From an optimization exercise on the open Yosys and OpenROAD flow, aimed at small area, a short achievable clock period and few clock cycles per item; shortcuts taken in it are not production practice. Where RTL was checked, it was by simulation tests only, not by an equivalence proof against the original. Power figures rest on the tool's default switching activity, not on a simulated workload.

## pepper
## TopModule
module TopModule
#(
      parameter integer   AXI_DATA_WIDTH	  = 32
    , parameter integer   AXI_ADDR_WIDTH	  = 8
)
(
    input  logic                              clk
  , input  logic                              areset_n
  , input  logic [AXI_ADDR_WIDTH - 1 : 0]     S00_AXI_AWADDR
  , input  logic                              S00_AXI_AWVALID
  , output logic                              S00_AXI_AWREADY
  , input  logic [AXI_DATA_WIDTH - 1 : 0]     S00_AXI_WDATA
  , input  logic [(AXI_DATA_WIDTH/8)-1 : 0]   S00_AXI_WSTRB
  , input  logic                              S00_AXI_WVALID
  , output logic                              S00_AXI_WREADY
  , output logic [1 : 0]                      S00_AXI_BRESP
  , output logic                              S00_AXI_BVALID
  , input  logic                              S00_AXI_BREADY
  , input  logic [AXI_ADDR_WIDTH - 1 : 0]     S00_AXI_ARADDR
  , input  logic                              S00_AXI_ARVALID
  , output logic                              S00_AXI_ARREADY
  , output logic [AXI_DATA_WIDTH - 1 : 0]     S00_AXI_RDATA
  , output logic [1 : 0]                      S00_AXI_RRESP
  , output logic                              S00_AXI_RVALID
  , input  logic                              S00_AXI_RREADY
);
Size: about 2,200 cells after synthesis, about 100 I/O pins, about 25,000 um2 of cells after synthesis.
Settings: LEC_CHECK=0, CAP_MARGIN=20, CORE_MARGIN=2, CORE_UTILIZATION=50, CTS_CLUSTER_DIAMETER=80, CTS_CLUSTER_SIZE=25, SETUP_SLACK_MARGIN=2.7, SLEW_MARGIN=20, SYNTH_HIERARCHICAL=1, SYNTH_MINIMUM_KEEP_SIZE=0; clock period 4.5 ns.
run.sh (not shown) runs the stock make flow with config.mk's settings and CLKGATE_MAP_FILE= SYNTH_SCRIPT=/design/flow/synth_recipe.tcl, a recipe that flattens the netlist after the stock synthesis.
Testbench counts of pepper, summed over its fixed seeds: cycles 6,400, items 3,200.
## Diff of input files: tundra against pepper
- SETUP_SLACK_MARGIN changed from 2.7 to 2.5
==> flow/flow/run.sh (new file) <==
#!/bin/bash
# The standard layout, with the port buffers inserted as the smallest buffer
# (the resizer sizes them up where timing needs it).
set -euo pipefail
bash standard.sh BUFFER_PORTS_ARGS="-buffer_cell sky130_fd_sc_hd__buf_1" finish > standard.log 2>&1
==> flow/standard.sh (new file) <==
#!/bin/bash
# synth_recipe.tcl (not shown) runs the flow's synth.tcl, then flattens the netlist and writes it again
# the make line also repeats each setting of config.mk as NAME=value (left out here)
make -C /OpenROAD-flow-scripts/flow DESIGN_CONFIG=/design/flow/config.mk WORK_HOME=/design/flow/orfs CLKGATE_MAP_FILE= SYNTH_SCRIPT=/design/flow/synth_recipe.tcl "${@:-finish}"
removed: flow/run.sh
Results
- The higher wire length on met3 came out of pepper.
- Post-cts resize count, pepper and tundra: lower on tundra
- Mean routed wirelength per cell for tundra is lower than for pepper.
- Utilization: tundra lower than pepper
- The run with more setup slack is pepper; tundra has less.
- tundra has sequential power below what pepper had.
- [compare] base=pepper new=tundra: first-iteration DRC count fell by 111; cell area fell by about 8%.
Changes in juniper relative to tundra:
- a change of SETUP_SLACK_MARGIN from 2.5 to 2.55
==> flow/run.sh (new file) <==
#!/bin/bash
# synth_recipe.tcl (not shown) runs the flow's synth.tcl, then flattens the netlist and writes it again
# the make line also repeats each setting of config.mk as NAME=value (left out here)
make -C /OpenROAD-flow-scripts/flow DESIGN_CONFIG=/design/flow/config.mk WORK_HOME=/design/flow/orfs CLKGATE_MAP_FILE= SYNTH_SCRIPT=/design/flow/synth_recipe.tcl finish
removed: flow/flow/run.sh
removed: flow/standard.sh
Compared with tundra, juniper shows relative slew slack higher by 7.9 points.
Summary of the comparison: net switching share of the total power is higher in juniper, relative to tundra.
Looking at power density of the placed cells, juniper sits below tundra.
In juniper the final core utilization turned out 2.5 points higher than in tundra.
Compared with tundra, juniper has extra setup slack.
Total length of routed wires: juniper vs tundra up 2.7 mm
On juniper: filler-free cell count of the finished design is 27 higher than what tundra gave.
## Diff of input files: cedar against juniper
- SETUP_SLACK_MARGIN now 2.5, was 2.55
==> flow/flow/run.sh (new file) <==
#!/bin/bash
# The standard layout, with the port buffers inserted as buf_4 rather than the
# weakest buffer (the resizer still sizes them where timing needs it).
set -euo pipefail
bash standard.sh BUFFER_PORTS_ARGS="-buffer_cell sky130_fd_sc_hd__buf_4" finish > standard.log 2>&1
==> flow/standard.sh (new file) <==
#!/bin/bash
# synth_recipe.tcl (not shown) runs the flow's synth.tcl, then flattens the netlist and writes it again
# the make line also repeats each setting of config.mk as NAME=value (left out here)
make -C /OpenROAD-flow-scripts/flow DESIGN_CONFIG=/design/flow/config.mk WORK_HOME=/design/flow/orfs CLKGATE_MAP_FILE= SYNTH_SCRIPT=/design/flow/synth_recipe.tcl "${@:-finish}"
removed: flow/run.sh
## What came out
- juniper → cedar: total via count after detailed routing went down by 701, logic gate share of total power went down by 0.7 points, count of clock-buffer cells in the layout went up by 2, part of the power in registers went up by 0.7 points, non-clock buffer count went down by about 35%.
- Of cedar and juniper, it is cedar that has the lower post-layout utilization of the core.
- Highest metal layer with signal wires: met4 -> cedar, met5 -> juniper
- From juniper to cedar the numbers moved as follows: sequential cell count about even; number of cells on the worst hold path flat.
- Power: cedar draws less than juniper
- Looking at final area across juniper and cedar, the one that comes out higher is juniper.

== JK ==
TopModule, a different RTL version from the one above (not shown whole).
Size: ~1600 cells after synthesis, roughly 730 flip-flops, about 100 I/O pins, ~0.028 sq mm of cells after synthesis.
Settings: LEC_CHECK=0, CAP_MARGIN=20, CORE_MARGIN=2, CORE_UTILIZATION=50, CTS_CLUSTER_DIAMETER=80, CTS_CLUSTER_SIZE=25, SETUP_SLACK_MARGIN=2.6, SLEW_MARGIN=20; clock period 4.5 ns.
Stock flow here: none of the scripts above is used.
JK | status: complete | timing, DRC, antenna: pass
Here is what was changed in the inputs of MS compared with JK.
--- a/flow/config.mk
+++ b/flow/config.mk
@@ -7,0 +8 @@
+export ABC_CLOCK_PERIOD_IN_PS = 1500
@@ -11,2 +11,0 @@
-export CTS_CLUSTER_DIAMETER = 80
-export CTS_CLUSTER_SIZE = 25
Notes after the runs:
Lower met1 track demand over resource in global routing was reported by MS, not JK. From JK to MS the numbers moved as follows: clock transition at the registers of the reported paths lower, routing usage on met3 saw an increase.
Edits applied to the flow inputs when going from MS to AL:
--- a/flow/config.mk
+++ b/flow/config.mk
@@ -8 +7,0 @@
-export ABC_CLOCK_PERIOD_IN_PS = 1500
--- outcome ---
AL completed end to end with timing, DRC and antenna clean. Changes observed in AL relative to MS: met1 track utilization from global routing comparable; share of power burned in combinational logic did not really move; final-report hold violation count about even. As far as number of DRC markers in iteration 0 goes, MS and AL are indistinguishable; the numbers are identical. As far as total chip power goes, MS and AL are indistinguishable; the numbers are identical. Count of clock-buffer cells in the layout delta (MS -> AL): insignificant. Number of rows created at floorplan came out exactly the same in AL and MS.
diff inputs: AL => TR
--- a/flow/config.mk
+++ b/flow/config.mk
@@ -11 +11 @@
-export SETUP_SLACK_MARGIN = 2.6
+export SETUP_SLACK_MARGIN = 2.3
## What came out
AL → TR: overall power consumption went down 2.3%; total via count after detailed routing went down 2.0%; wire length of the first global-routing pass went down 3.2%.
Function was not checked in any run of this note: the RTL went through the layout flow alone.

Another version of the RTL of TopModule (not shown whole).
For scale: about 2200 cells after synthesis, about 25000 sq um of cells after synthesis.
==> flow/config.mk <==
export PLATFORM = sky130hd
export DESIGN_NAME = TopModule
export DESIGN_NICKNAME = TopModule
export VERILOG_FILES = /design/flow/design.v
export SDC_FILE = /design/flow/constraint.sdc
export NUM_CORES = 4
export LEC_CHECK = 0
export CAP_MARGIN = 20
export CORE_MARGIN = 2
export CORE_UTILIZATION = 50
export CTS_CLUSTER_DIAMETER = 80
export CTS_CLUSTER_SIZE = 25
export SETUP_SLACK_MARGIN = 2.6
export SLEW_MARGIN = 20
export SYNTH_HIERARCHICAL = 1
export SYNTH_MINIMUM_KEEP_SIZE = 0
==> flow/constraint.sdc <==
create_clock -name core_clock -period 4.5 [get_ports {clk}]
set_input_delay 0.9000 -clock core_clock [delete_from_list [all_inputs] [get_ports {clk}]]
set_output_delay 0.9000 -clock core_clock [all_outputs]
set_load 0.01 [all_outputs]
Change:
--- a/flow/config.mk
+++ b/flow/config.mk
@@ -12,3 +12,3 @@
 export CTS_CLUSTER_SIZE = 25
-export SETUP_SLACK_MARGIN = 2.6
+export SETUP_SLACK_MARGIN = 2.5
 export SLEW_MARGIN = 20
=> Clock power hardly moves; sequential cell count does not change; hold slack hardly moves; synthesized area stays the same.
No functional check of the RTL was part of any run of this note.

Setup of wip/harbor:
The RTL this note starts from:
==> flow/design.v <==
module S00_AXI
#(
	  parameter integer AXI_DATA_WIDTH	= 32
	, parameter integer AXI_ADDR_WIDTH	= 8
	, parameter integer AXI_REGS_COUNT	= 20
)
(
	  input  logic                              AXI_ACLK
	, input  logic                              AXI_ARESETN
	, input  logic [AXI_ADDR_WIDTH - 1 : 0]     AXI_AWADDR
	, input  logic                              AXI_AWVALID
	, output logic                              AXI_AWREADY
	, input  logic [AXI_DATA_WIDTH - 1 : 0]     AXI_WDATA
	, input  logic [(AXI_DATA_WIDTH/8)-1 : 0]   AXI_WSTRB
	, input  logic                              AXI_WVALID
	, output logic                              AXI_WREADY
	, output logic [1 : 0]                      AXI_BRESP
	, output logic                              AXI_BVALID
	, input  logic                              AXI_BREADY
	, input  logic [AXI_ADDR_WIDTH - 1 : 0]     AXI_ARADDR
	, input  logic                              AXI_ARVALID
	, output logic                              AXI_ARREADY
	, output logic [AXI_DATA_WIDTH - 1 : 0]     AXI_RDATA
	, output logic [1 : 0]                      AXI_RRESP
	, output logic                              AXI_RVALID
	, input  logic                              AXI_RREADY
);
	localparam integer NBYTES = AXI_DATA_WIDTH/8;
	assign AXI_AWREADY = 1'b1;
	assign AXI_WREADY  = 1'b1;
	assign AXI_ARREADY = 1'b1;
	assign AXI_BRESP   = 2'b00;
	assign AXI_RRESP   = 2'b00;
	logic                          aw_got, w_got, commit, bvalid;
	logic [4:0]                    waddr;
	logic                          rst_q;
	logic [NBYTES - 1 : 0]         wstrb;
	logic aw_ok, w_ok;
	assign aw_ok = aw_got | AXI_AWVALID;
	assign w_ok  = w_got  | AXI_WVALID;
	always_ff @(posedge AXI_ACLK)
	begin
		if (!AXI_ARESETN)
		begin
			aw_got <= 1'b0;
			w_got  <= 1'b0;
			bvalid <= 1'b0;
		end
		else
		begin
			aw_got <= aw_ok & ~w_ok;
			w_got  <= w_ok & ~aw_ok;
			bvalid <= bvalid ? ~AXI_BREADY : (aw_ok & w_ok);
		end
	end
	assign AXI_BVALID = bvalid;
	always_ff @(posedge AXI_ACLK)
	begin
		rst_q <= ~AXI_ARESETN;
		if (!aw_got) waddr <= AXI_AWADDR[6:2];
		if (!AXI_ARESETN)
		begin
			commit <= 1'b1;
			wstrb  <= '1;
		end
		else
		begin
			commit <= aw_ok & w_ok;
			if (!w_got) wstrb <= AXI_WSTRB;
		end
	end
	logic [AXI_DATA_WIDTH - 1 : 0] regs_n [AXI_REGS_COUNT];
	logic [AXI_DATA_WIDTH - 1 : 0] rdata;
	logic [AXI_DATA_WIDTH - 1 : 0] wdata_n;
	assign wdata_n = ~rdata;
	logic [AXI_REGS_COUNT - 1 : 0] wrow;
	always_comb
		for (integer i = 0; i < AXI_REGS_COUNT; i = i + 1)
			wrow[i] = rst_q | (waddr == i);
	logic [NBYTES - 1 : 0] cs;
	assign cs = {NBYTES{commit}} & wstrb;
	genvar r, b;
	generate
		for (r = 0; r < AXI_REGS_COUNT; r = r + 1)
		begin : g_row
			for (b = 0; b < NBYTES; b = b + 1)
			begin : g_byte
				logic ld, keep;
				logic [7:0] nxt;
				AND2  u_ld   (.a(wrow[r]), .b(cs[b]), .y(ld));
				NAND2 u_keep (.a(wrow[r]), .b(cs[b]), .y(keep));
				for (genvar i = 0; i < 8; i = i + 1)
				begin : g_bit
					AO22 u_ao (.a(ld), .b(wdata_n[b*8+i]), .c(keep), .d(regs_n[r][b*8+i]), .y(nxt[i]));
				end
				always_ff @(posedge AXI_ACLK) regs_n[r][b*8 +: 8] <= nxt;
			end
		end
	endgenerate
	logic rvalid;
	always_ff @(posedge AXI_ACLK) rvalid <= AXI_ARESETN & (rvalid ? ~AXI_RREADY : AXI_ARVALID);
	logic [3:0]                    lo;
	logic [7:0]                    hi;
	logic [AXI_REGS_COUNT - 1 : 0] rsel_n;
	DEC2  u_lo (.a(AXI_ARADDR[3:2]), .y(lo));
	DEC3H u_hi (.a(AXI_ARADDR[6:4]), .en(AXI_ARVALID), .y(hi));
	for (genvar i = 0; i < AXI_REGS_COUNT; i = i + 1)
	begin : g_rsel
		NAND2 u_nand (.a(hi[i / 4]), .b(lo[i % 4]), .y(rsel_n[i]));
	end
	logic hold_n, wvalid_n;
	assign hold_n   = ~(rvalid | w_got);
	assign wvalid_n = ~AXI_WVALID;
	for (genvar i = 0; i < AXI_DATA_WIDTH; i = i + 1)
	begin : g_rbit
		logic [10:0] t;
		for (genvar j = 0; j < 10; j = j + 1)
		begin : g_pair
			OAI22 u_oai (.a(rsel_n[2*j]), .b(regs_n[2*j][i]), .c(rsel_n[2*j+1]), .d(regs_n[2*j+1][i]), .y(t[j]));
		end
		OAI22 u_hw (.a(hold_n), .b(wdata_n[i]), .c(wvalid_n), .d(~AXI_WDATA[i]), .y(t[10]));
		logic rnext;
		OR11 u_or (.a(t), .y(rnext));
		always_ff @(posedge AXI_ACLK) rdata[i] <= rnext;
	end
	assign AXI_RDATA  = rdata;
	assign AXI_RVALID = rvalid;
endmodule
module AO22
(
	  input  logic a
	, input  logic b
	, input  logic c
	, input  logic d
	, output logic y
);
	assign y = (a & b) | (c & d);
endmodule
module OAI22
(
	  input  logic a
	, input  logic b
	, input  logic c
	, input  logic d
	, output logic y
);
	assign y = ~((a | b) & (c | d));
endmodule
module AND2
(
	  input  logic a
	, input  logic b
	, output logic y
);
	assign y = a & b;
endmodule
module NAND2
(
	  input  logic a
	, input  logic b
	, output logic y
);
	assign y = ~(a & b);
endmodule
module OR11
(
	  input  logic [10:0] a
	, output logic        y
);
	logic [3:0] g_n;
	NOR3  u_n0 (.a(a[0]), .b(a[1]),  .c(a[2]),  .y(g_n[0]));
	NOR3  u_n1 (.a(a[3]), .b(a[4]),  .c(a[5]),  .y(g_n[1]));
	NOR3  u_n2 (.a(a[6]), .b(a[7]),  .c(a[8]),  .y(g_n[2]));
	NOR2  u_n3 (.a(a[9]), .b(a[10]),            .y(g_n[3]));
	NAND4 u_y  (.a(g_n[0]), .b(g_n[1]), .c(g_n[2]), .d(g_n[3]), .y(y));
endmodule
module NOR3
(
	  input  logic a
	, input  logic b
	, input  logic c
	, output logic y
);
	assign y = ~(a | b | c);
endmodule
module NOR2
(
	  input  logic a
	, input  logic b
	, output logic y
);
	assign y = ~(a | b);
endmodule
module NAND4
(
	  input  logic a
	, input  logic b
	, input  logic c
	, input  logic d
	, output logic y
);
	assign y = ~(a & b & c & d);
endmodule
module DEC2
(
	  input  logic [1:0] a
	, output logic [3:0] y
);
	always_comb
		for (integer i = 0; i < 4; i = i + 1)
			y[i] = (a == i);
endmodule
module DEC3H
(
	  input  logic [2:0] a
	, input  logic       en
	, output logic [7:0] y
);
	always_comb
		for (integer i = 0; i < 8; i = i + 1)
			y[i] = en & (a == i);
endmodule
module TopModule
#(
      parameter integer   AXI_DATA_WIDTH	  = 32
    , parameter integer   AXI_ADDR_WIDTH	  = 8
)
(
    input  logic                              clk
  , input  logic                              areset_n
  , input  logic [AXI_ADDR_WIDTH - 1 : 0]     S00_AXI_AWADDR
  , input  logic                              S00_AXI_AWVALID
  , output logic                              S00_AXI_AWREADY
  , input  logic [AXI_DATA_WIDTH - 1 : 0]     S00_AXI_WDATA
  , input  logic [(AXI_DATA_WIDTH/8)-1 : 0]   S00_AXI_WSTRB
  , input  logic                              S00_AXI_WVALID
  , output logic                              S00_AXI_WREADY
  , output logic [1 : 0]                      S00_AXI_BRESP
  , output logic                              S00_AXI_BVALID
  , input  logic                              S00_AXI_BREADY
  , input  logic [AXI_ADDR_WIDTH - 1 : 0]     S00_AXI_ARADDR
  , input  logic                              S00_AXI_ARVALID
  , output logic                              S00_AXI_ARREADY
  , output logic [AXI_DATA_WIDTH - 1 : 0]     S00_AXI_RDATA
  , output logic [1 : 0]                      S00_AXI_RRESP
  , output logic                              S00_AXI_RVALID
  , input  logic                              S00_AXI_RREADY
);
  S00_AXI
  #(
      .AXI_DATA_WIDTH(AXI_DATA_WIDTH)
    , .AXI_ADDR_WIDTH(AXI_ADDR_WIDTH)
    , .AXI_REGS_COUNT(20)
  )
  axi_slave
  (
      .AXI_ACLK(        clk)
    , .AXI_ARESETN(     areset_n)
    , .AXI_AWADDR(      S00_AXI_AWADDR)
    , .AXI_AWVALID(     S00_AXI_AWVALID)
    , .AXI_AWREADY(     S00_AXI_AWREADY)
    , .AXI_WDATA(       S00_AXI_WDATA)
    , .AXI_WSTRB(       S00_AXI_WSTRB)
    , .AXI_WVALID(      S00_AXI_WVALID)
    , .AXI_WREADY(      S00_AXI_WREADY)
    , .AXI_BRESP(       S00_AXI_BRESP)
    , .AXI_BVALID(      S00_AXI_BVALID)
    , .AXI_BREADY(      S00_AXI_BREADY)
    , .AXI_ARADDR(      S00_AXI_ARADDR)
    , .AXI_ARVALID(     S00_AXI_ARVALID)
    , .AXI_ARREADY(     S00_AXI_ARREADY)
    , .AXI_RDATA(       S00_AXI_RDATA)
    , .AXI_RRESP(       S00_AXI_RRESP)
    , .AXI_RVALID(      S00_AXI_RVALID)
    , .AXI_RREADY(      S00_AXI_RREADY)
  );
endmodule
clock: 4.5 ns
lec_check: 0
cap_margin: 20
core_margin: 2
core_utilization: 50
cts_cluster_diameter: 80
cts_cluster_size: 25
setup_slack_margin: 2.5
slew_margin: 20
synth_hierarchical: 1
synth_minimum_keep_size: 0
standard.sh (not shown) runs the stock make flow with config.mk's settings and CLKGATE_MAP_FILE= SYNTH_SCRIPT=/design/flow/synth_recipe.tcl, a recipe that flattens the netlist after the stock synthesis.
==> flow/flow/run.sh <==
#!/bin/bash
# The standard layout, with the port buffers inserted as buf_2 rather than the
# weakest buffer (the resizer still sizes them where timing needs it).
set -euo pipefail
bash standard.sh BUFFER_PORTS_ARGS="-buffer_cell sky130_fd_sc_hd__buf_2" finish > standard.log 2>&1
Inputs modified between wip/harbor and wip/raven:
==> flow/flow/run.sh <==
#!/bin/bash
# The standard layout, with the port buffers inserted as buf_4 rather than the
# weakest buffer (the resizer still sizes them where timing needs it).
set -euo pipefail
bash standard.sh BUFFER_PORTS_ARGS="-buffer_cell sky130_fd_sc_hd__buf_4" finish > standard.log 2>&1
[summary]
wip/harbor completed; timing, DRC and antenna clean. wip/raven has completed all stages; timing, DRC and antenna checks passed. The total vias in the final route of wip/raven is higher than that of wip/harbor. From wip/harbor to wip/raven the numbers moved as follows: number of antenna violations at the first check in global routing fell by 1; fraction of met3 tracks used by global routing shows a reduction of 1.2 points; total non-filler cell area in the finished layout higher; clock power share down 0.2 points. axi_slave.regs_n[19][3] as the capturing element of the worst setup path was reported by wip/harbor, and axi_slave.regs_n[19][2] by wip/raven.
What wip/yarrow does differently from wip/raven at the input level:
Settings: SETUP_SLACK_MARGIN: 2.5 -> 2.55.
==> summary.txt <==
Across both runs, final-layout worst hold slack was higher for wip/yarrow than for wip/raven. Compared with wip/raven, wip/yarrow shows a lower proportion of power drawn by the clock network. A worst setup path startpoint of axi_slave.waddr[1] is what wip/yarrow shows, while axi_slave.waddr[2] belongs to wip/raven. In terms of routing usage on met1, wip/yarrow and wip/raven differ only marginally. Compared with wip/raven, wip/yarrow degrades leakage power of the design. The lower highest attainable clock frequency of wip/yarrow and wip/raven is in wip/raven. Any difference in clock latency on the worst-skew pair between wip/yarrow and wip/raven is small enough to ignore. Total length of routed met3 wires went up by a few percent going from wip/raven to wip/yarrow.
No run of this note included a check of the RTL's function; only the layout flow was run.

==> port drivers added, routing unchanged <==
No port has a modelled driver above. Below, the same layouts with a new extraction and two added sets of constraints. Step 1 sets driving cells, clkbuf_16 on the clock port and buf_2 on the other inputs (assumed; they add their load-dependent delay and slew). Step 2, shift: input delay + t, output delay - t, t = (earliest + latest rising clock arrival at the registers) / 2. This alone moves slack from input paths to output paths. a / b / c = ideal ports / drivers / drivers and shift; a / b = the first two.
run | t (ns) | setup WS [ns] | clock arrival spread, ns | worst data-port slew with drivers (ns)
pepper | 0.649 | 2.505 / 2.444 / 1.978 | 0.040 / 0.039 | 0.10
tundra | 0.639 | 2.445 / 2.445 / 1.911 | 0.022 / 0.023 | 0.11
juniper | 0.647 | 2.511 / 2.450 / 1.930 | 0.038 / 0.039 | 0.10
cedar | 0.639 | 2.526 / 2.465 / 1.931 | 0.039 / 0.039 | 0.09
JK | 0.653 | 2.262 / 2.200 / 1.547 | 0.033 / 0.033 | 0.26
MS | 0.681 | 2.318 / 2.259 / 1.578 | 0.028 / 0.028 | 0.26
AL | 0.681 | 2.318 / 2.259 / 1.578 | 0.028 / 0.028 | 0.26
TR | 0.669 | 2.203 / 2.130 / 1.461 | 0.030 / 0.030 | 0.31
the first run of note 3 | 0.645 | 2.457 / 2.393 / 1.981 | 0.026 / 0.026 | 0.09
the second run of note 3 | 0.645 | 2.451 / 2.387 / 1.879 | 0.029 / 0.029 | 0.09
wip/harbor | 0.643 | 2.470 / 2.462 / 1.924 | 0.028 / 0.029 | 0.04
wip/raven | 0.637 | 2.426 / 2.426 / 1.869 | 0.023 / 0.023 | 0.04
wip/yarrow | 0.649 | 2.497 / 2.465 / 1.926 | 0.023 / 0.023 | 0.04
After both steps every run listed still meets setup and hold. The setup slack of TR, which loses most, moves by -0.073 ns with the drivers and by -0.742 ns with both steps.
